From an optimization exercise on the open Yosys and OpenROAD flow, aimed at small area and a short achievable clock period; shortcuts taken in it are not production practice.
Function was checked by simulation only, so behaviour that the tests miss may differ from the original.
Power figures rest on the tool's default switching activity, not on a simulated workload.

**flow/design.v**
```verilog
module fir_retimed #(
    parameter N_TAPS = 4,
    parameter DATA_WIDTH = 18,
    parameter COEFF_WIDTH = 18
) (
    input clk,
    input reset_n,
    input ena,
    input signed [DATA_WIDTH-1:0] data_in,
    output signed [(DATA_WIDTH + COEFF_WIDTH + 2)-1:0] data_out
);
    localparam KIND = 5;
    reg signed [17:0] x0, x1;
    reg signed [18:0] u;
    reg signed [20:0] s2;
    reg signed [21:0] s1;
    reg signed [21:0] s;
    reg signed [23:0] z;
    wire [18:0] u_next;
    wire [20:0] s2_next;
    wire [21:0] s1_next;
    wire [21:0] s_next;
    wire [23:0] z_next;
    pfx_add #(.W(19), .KIND(KIND)) add_u (
        .a({x0[17], x0}), .b({x1[17], x1}), .ci(1'b0), .s(u_next));
    pfx_add #(.W(21), .KIND(KIND)) add_s2 (
        .a({u, 2'b00}), .b(~{{3{x1[17]}}, x1}), .ci(1'b1), .s(s2_next));
    pfx_add #(.W(21), .KIND(KIND)) add_s1 (
        .a({s2[20], s2[20:1]}), .b({{3{x1[17]}}, x1}), .ci(1'b0), .s(s1_next[21:1]));
    assign s1_next[0] = s2[0];
    pfx_add #(.W(22), .KIND(KIND)) add_s (
        .a(s1), .b({{4{x1[17]}}, x1}), .ci(1'b0), .s(s_next));
    pfx_add #(.W(22), .KIND(KIND)) add_z (
        .a({s[21], s[21], s[21:2]}), .b(s), .ci(1'b0), .s(z_next[23:2]));
    assign z_next[1:0] = s[1:0];
    always @(posedge clk or negedge reset_n) begin
        if (!reset_n) begin
            x0 <= 18'd0;
            x1 <= 18'd0;
            u  <= 19'd0;
            s2 <= 21'd0;
            s1 <= 22'd0;
            s  <= 22'd0;
            z  <= 24'd0;
        end else if (ena) begin
            x0 <= data_in;
            x1 <= x0;
            u  <= u_next;
            s2 <= s2_next;
            s1 <= s1_next;
            s  <= s_next;
            z  <= z_next;
        end
    end
    assign data_out = {{13{z[23]}}, z, 1'b0};
endmodule
module pfx_add #(parameter W = 22, parameter KIND = 0) (
    input  [W-1:0] a,
    input  [W-1:0] b,
    input          ci,
    output [W-1:0] s
);
    reg [W-1:0] g, p, p0, gp2, pp2;
    integer i, l, j;
    always @* begin
        p0 = a ^ b;
        g  = a & b;
        p  = p0;
        g[0] = g[0] | (p[0] & ci);
        if (KIND == 0) begin
            for (l = 1; (1 << l) <= 2*W; l = l + 1)
                for (j = (1 << l) - 1; j < W; j = j + (1 << l)) begin
                    g[j] = g[j] | (p[j] & g[j - (1 << (l-1))]);
                    p[j] = p[j] & p[j - (1 << (l-1))];
                end
            for (l = 12; l > 0; l = l - 1)
                for (j = (1 << l) + (1 << (l-1)) - 1; j < W; j = j + (1 << l)) begin
                    g[j] = g[j] | (p[j] & g[j - (1 << (l-1))]);
                    p[j] = p[j] & p[j - (1 << (l-1))];
                end
        end else if (KIND == 1) begin
            for (l = 0; (1 << l) < W; l = l + 1)
                for (i = W - 1; i >= 0; i = i - 1)
                    if ((i >> l) & 1) begin
                        j = ((i >> l) << l) - 1;
                        g[i] = g[i] | (p[i] & g[j]);
                        p[i] = p[i] & p[j];
                    end
        end else if (KIND == 4 || KIND == 5) begin
            gp2 = g; pp2 = p;
            for (i = 2; i < W; i = i + 2) begin
                gp2[i] = g[i] | (p[i] & g[i-1]);
                pp2[i] = p[i] & p[i-1];
            end
            for (l = 0; (1 << l) < W; l = l + 1)
                for (i = W - 1; i >= 0; i = i - 1)
                    if ((i >> l) & 1) begin
                        j = ((i >> l) << l) - 1;
                        if (KIND == 5 && i == 1) begin
                            g[1] = g[1] | ((p[1] & a[0]) & b[0]) | ((p[1] & p0[0]) & ci);
                            p[1] = p[1] & p[0];
                        end else if (j == i - 1 && j > 0 && ((i >> (l+1)) == 0)) begin
                            g[i] = gp2[i] | (pp2[i] & g[i-2]);
                            p[i] = pp2[i] & p[i-2];
                        end else begin
                            g[i] = g[i] | (p[i] & g[j]);
                            p[i] = p[i] & p[j];
                        end
                    end
        end else if (KIND == 2) begin
            for (l = 0; (1 << l) < W; l = l + 1)
                for (i = W - 1; i >= (1 << l); i = i - 1) begin
                    g[i] = g[i] | (p[i] & g[i - (1 << l)]);
                    p[i] = p[i] & p[i - (1 << l)];
                end
        end else begin
            for (i = 1; i < W; i = i + 1)
                g[i] = g[i] | (p[i] & g[i-1]);
        end
    end
    assign s = p0 ^ {g[W-2:0], ci};
endmodule
```
**flow/constraint.sdc**
```tcl
create_clock -name core_clock -period 4.5 [get_ports {clk}]
set_input_delay 0.9000 -clock core_clock [delete_from_list [all_inputs] [get_ports {clk}]]
set_output_delay 0.9000 -clock core_clock [all_outputs]
set_load 0.01 [all_outputs]
```
**flow/config.mk**
```make
export PLATFORM = sky130hd
export DESIGN_NAME = fir_retimed
export DESIGN_NICKNAME = fir_retimed
export VERILOG_FILES = /design/flow/design.v
export SDC_FILE = /design/flow/constraint.sdc
export NUM_CORES = 4
export LEC_CHECK = 0
export ABC_AREA = 1
export CAP_MARGIN = 0
export CORE_MARGIN = 2
export CORE_UTILIZATION = 40
export CTS_BUF_LIST = sky130_fd_sc_hd__clkbuf_8
export PLACE_DENSITY_LB_ADDON = 0.2
export SETUP_SLACK_MARGIN = 2.4
export SLEW_MARGIN = 0
```
**flow/standard.sh**
```bash
#!/bin/bash
# synth_recipe.tcl (not shown) runs the flow's synth.tcl, then flattens the netlist and writes it again
# the make line also repeats each setting of config.mk as NAME=value (left out here)
make -C /OpenROAD-flow-scripts/flow DESIGN_CONFIG=/design/flow/config.mk WORK_HOME=/design/flow/orfs CLKGATE_MAP_FILE= SYNTH_SCRIPT=/design/flow/synth_recipe.tcl "${@:-finish}"
```
**flow/flow/run.sh**
```bash
#!/bin/bash
# The standard layout, with plain buffers (not delay cells) on the ports and
# no dummy loads in the clock tree.
set -euo pipefail
bash standard.sh \
  BUFFER_PORTS_ARGS="-buffer_cell sky130_fd_sc_hd__buf_1" \
  CTS_ARGS="-sink_clustering_enable -repair_clock_nets -buf_list sky130_fd_sc_hd__clkbuf_8 -dont_use_dummy_load" \
  finish > make_finish.log 2>&1
```
==> run summary <==
flip-flops by register name, summed over array words and instances (netlist names):
register,count
x0,18
z,24
s,22
x1,18
u,19
s1,22
s2,21
per-layer routing:
| metal | routed length, um | share of wire [%] | up-vias | track usage [%] |
|---|---|---|---|---|
| met1 | 9902 | 54 | 3289 | 21.18 |
| met3 | 503 | 2.7 | 8 | 2.865 |
| li1 | - | - | 4196 | - |
| met4 | 140 | 0.76 | 0 | 3.719 |
| met2 | 7827 | 43 | 85 | 23.87 |
| met5 | 0 | 0 | - | 0 |
area by class of cell:
class	instances	area [um^2]	share of cell area [%]
Sequential cell	144	3613	34.56
Clock buffer	17	234.0	2.238
Inverter	134	515.5	4.930
Tap cell	319	399.1	3.817
Multi-Input combinational cell	965	5341	51.08
Timing Repair Buffer	71	352.8	3.374
cells by family (layout without fill, tap and decap cells):
logic type	count (synthesis)	count (layout)	synth area share, %
flops	144	144	37.47
xor+xnor	54	54	4.918
fa+ha+maj	99	99	12.88
simple gates	617	617	26.33
buf+inv	179	222	7.546
other cells	1	1	0.03899
compound gates	194	194	10.81
cells in the mapped netlist, types with 10 or more instances:
| cell type | n | share of area, % |
|---|---|---|
| nand3_1 | 73 | 3.8 |
| xnor2_1 | 42 | 3.8 |
| nor2_1 | 37 | 1.4 |
| inv_1 | 133 | 5.2 |
| dfrtp_1 | 144 | 37 |
| xor2_1 | 12 | 1.1 |
| nand2_2 | 24 | 1.6 |
| o21bai_1 | 15 | 1.2 |
| clkbuf_1 | 30 | 1.2 |
| buf_4 | 14 | 1.1 |
| nand2_1 | 463 | 18 |
| o21ai_1 | 17 | 0.88 |
| a21oi_1 | 74 | 3.9 |
| nor3_1 | 10 | 0.52 |
| ha_1 | 99 | 13 |
| o21ai_0 | 78 | 4.1 |
power groups by stage:
stage | Sequential, mW | Clock [mW] | Combinational, mW
after global routing | 2.14 | 0.851 | 4.07
after global placement | 2.10 | 0 | 3.35
after floorplan | 2.07 | 0 | 2.82
final | 2.07 | 0.761 | 3.46
after detailed placement | 2.10 | 0 | 3.41
after CTS | 2.08 | 0.801 | 3.43
worst register-to-register path, cell delays in order, from the launching register on:
cell and delay, ps:
dfrtp_2 420, buf_4 160, ha_1 310, inv_1 100
o21bai_1 80, a21oi_1 210, nand2_4 110, nand2_1 80
nand2_2 70, nand2_2 90, nand3_1 70, nand3_1 90
nand2_1 50
what timing repair did:
| item | 4_1_cts | 5_1_grt |
|---|---|---|
| gates resized for setup | 5 | 23 |
| setup endpoints to repair | 91 | 79 |
| buffers inserted | 0 | 10 |
| hold buffers | 0 | 0 |
final timing paths:
check,start,depth (start not counted),slack [ps],endpoint
setup / recovery,z[23],1,2530,data_out[37]
min in group asynchronous,reset_n,1,570,u[2]
setup reg to reg,x1[7],12,2540,s1[15]
max in group asynchronous,reset_n,2,3100,s[14]
hold / removal,z[2],2,470,z[2]
hold reg to reg,z[2],2,470,z[2]
through the flow:
| stage | worst slack, ps | power, mW | std cells | util [%] | instance area (um^2) |
|---|---|---|---|---|---|
| global placement | 1694 | 5.454 | 1623 | 42.78 | 10070 |
| detailed placement | 1657 | 5.506 | 1623 | 42.78 | 10070 |
| floorplan | 2715 | 4.886 | 1288 | - | 9617 |
| finish | 2528 | 6.294 | 1650 | 44.41 | 10460 |
| global route | 2349 | 7.060 | 1650 | 44.41 | 10460 |
| CTS | 2350 | 6.308 | 1640 | 43.81 | 10310 |
==> out/qor.csv <==
stage,metric,value,unit
run_status,status,finished clean,
drt,wl_per_cell,11.14,um
power_and_ir_drop,p_leak,5.578,nW
yosys,synth-edff-count,0,
setup_path,criticalPathCategory,reg2out,
drt,viasPerCell,4.593,
finish,diodes,0,
die,start_util,40.85,%
clocking,clkLatencyLatePin,450,ps
sta,hold_viol_final,0,
clocking,cts_buffer_depth,2,
finish,area_growth,8.730,%
drt,drc,0,
finish,fillerInstances,2464,
placement,place.port_buffers,57,
placement,place_congestion,0.7671,
die,fp.dieArea,25300,um^2
yosys,synthCells,1288,
setup_path,cp_slowest_cell,dfrtp_2,
global_routing,grt_overflow,0,
finish,nets,1453,
job,max-cap-violations,0,
die,fp.dieH,159.1,um
global_routing,grt_pass1_wl,32.24,mm
drt,vias,7578,
sta,max_slew_margin,44.19,%
global_routing,grtUsageTotal,15.03,%
hold_path,min_path_type,reg2reg,
sta,rsz0062_at_grt,true,
sta,finalMaxSlewViolations,0,
sta,finalSetupViolations,0,
setup_path,critPathCaptureType,output port,
power_and_ir_drop,p_per_area,602.0,nW/um^2
global_routing,grt_pass1_vias,7259,
setup_path,slowest_delay,470,ps
global_routing,grt_max_degree,121,
sta,worst_pin_slew,837.2,ps
clocking,cts_made_buffers,17,
sta,clock_skew,27.63,ps
drt,wl,18.37,mm
drt,initialDrtViolationCount,287,
clocking,path_clk_slew,80,ps
clocking,cts-root-buf,clkbuf_8,
finish,layout_commonest_cell,nand2_1,
setup_path,cp.required,3600,ps
yosys,ys_types,28,
global_routing,antenna_found_initial,0,
yosys,postSynth.asyncResetShare,100.0,%
finish,final_cell_mix,"462 x nand2_1, 136 x dfrtp_1, 133 x inv_1, 98 x ha_1, 74 x o21ai_0",
setup_path,arrival,1070,ps
die,rows,56,
power_and_ir_drop,peakVddDrop,0.0001921,V
die,coreArea,23540,um^2
power_and_ir_drop,p_switching,2.752,mW
yosys,synth_area,9617,um^2
setup_path,path_buf_inv,1,
power_and_ir_drop,p_int,3.542,mW
setup_path,startpoint_type,register,
sta,min_period,1972,ps
sta,timing.hold.ws,473.7,ps
power_and_ir_drop,pwr-share-seq,33.0,%
finish,drive_gt1_share,6.311,%
yosys,avgSynthCellArea,7.466,um^2
sta,fin_crit_sh,43.82,%
drt,drtPass1Iterations,5,
setup_path,path_cells,buf_1,
clocking,cts.sinks,144,
sta,setup-tns-final,0,ps
die,die_x,159.1,um
drt,drtAntennaViolNets,0,
yosys,seq_area_frac_synth,37.47,%
power_and_ir_drop,comb_power_share,54.9,%
power_and_ir_drop,clkPwrFrac,12.1,%
sta,fmax,507.2,MHz
placement,dp_hpwl,13.06,mm
power_and_ir_drop,switching_share,43.72,%
setup_path,critPathMaxFanout,15,
yosys,ys_ff_latch,144,
yosys,synthFlopType,dfrtp_1,
setup_path,cpLargestDelayFamily,flip-flops,
die,num_io_pins,59,
yosys,yosys_warnings,4,
clocking,cts.htree.levels,4,
clocking,cts_tree,yes,
yosys,syn_nets,1408,

afterwards: timing with drivers on the ports:
How much do the figures lean on ideal ports? The routed layout below was timed once more, with nothing changed but the port constraints.
Step 1 assumes that a clkbuf_16 drives the clock port and a buf_2 every other input.
Step 2 moves the port delays by t, midway between the first and last clock arrival at a register: inputs arrive t later, outputs are due t later. That takes back most of the time a late clock gives input paths.
a / b / c = no drivers / after step 1 / after step 2; a / b = the first two.
shift t [ns]: 0.470
setup WS [ns]: 2.528 / 2.490 / 2.066
worst setup path after step 2: input to register
After both steps this run still meets setup and hold. The setup slack of this run moves by -0.038 ns with the drivers and by -0.462 ns with both steps.
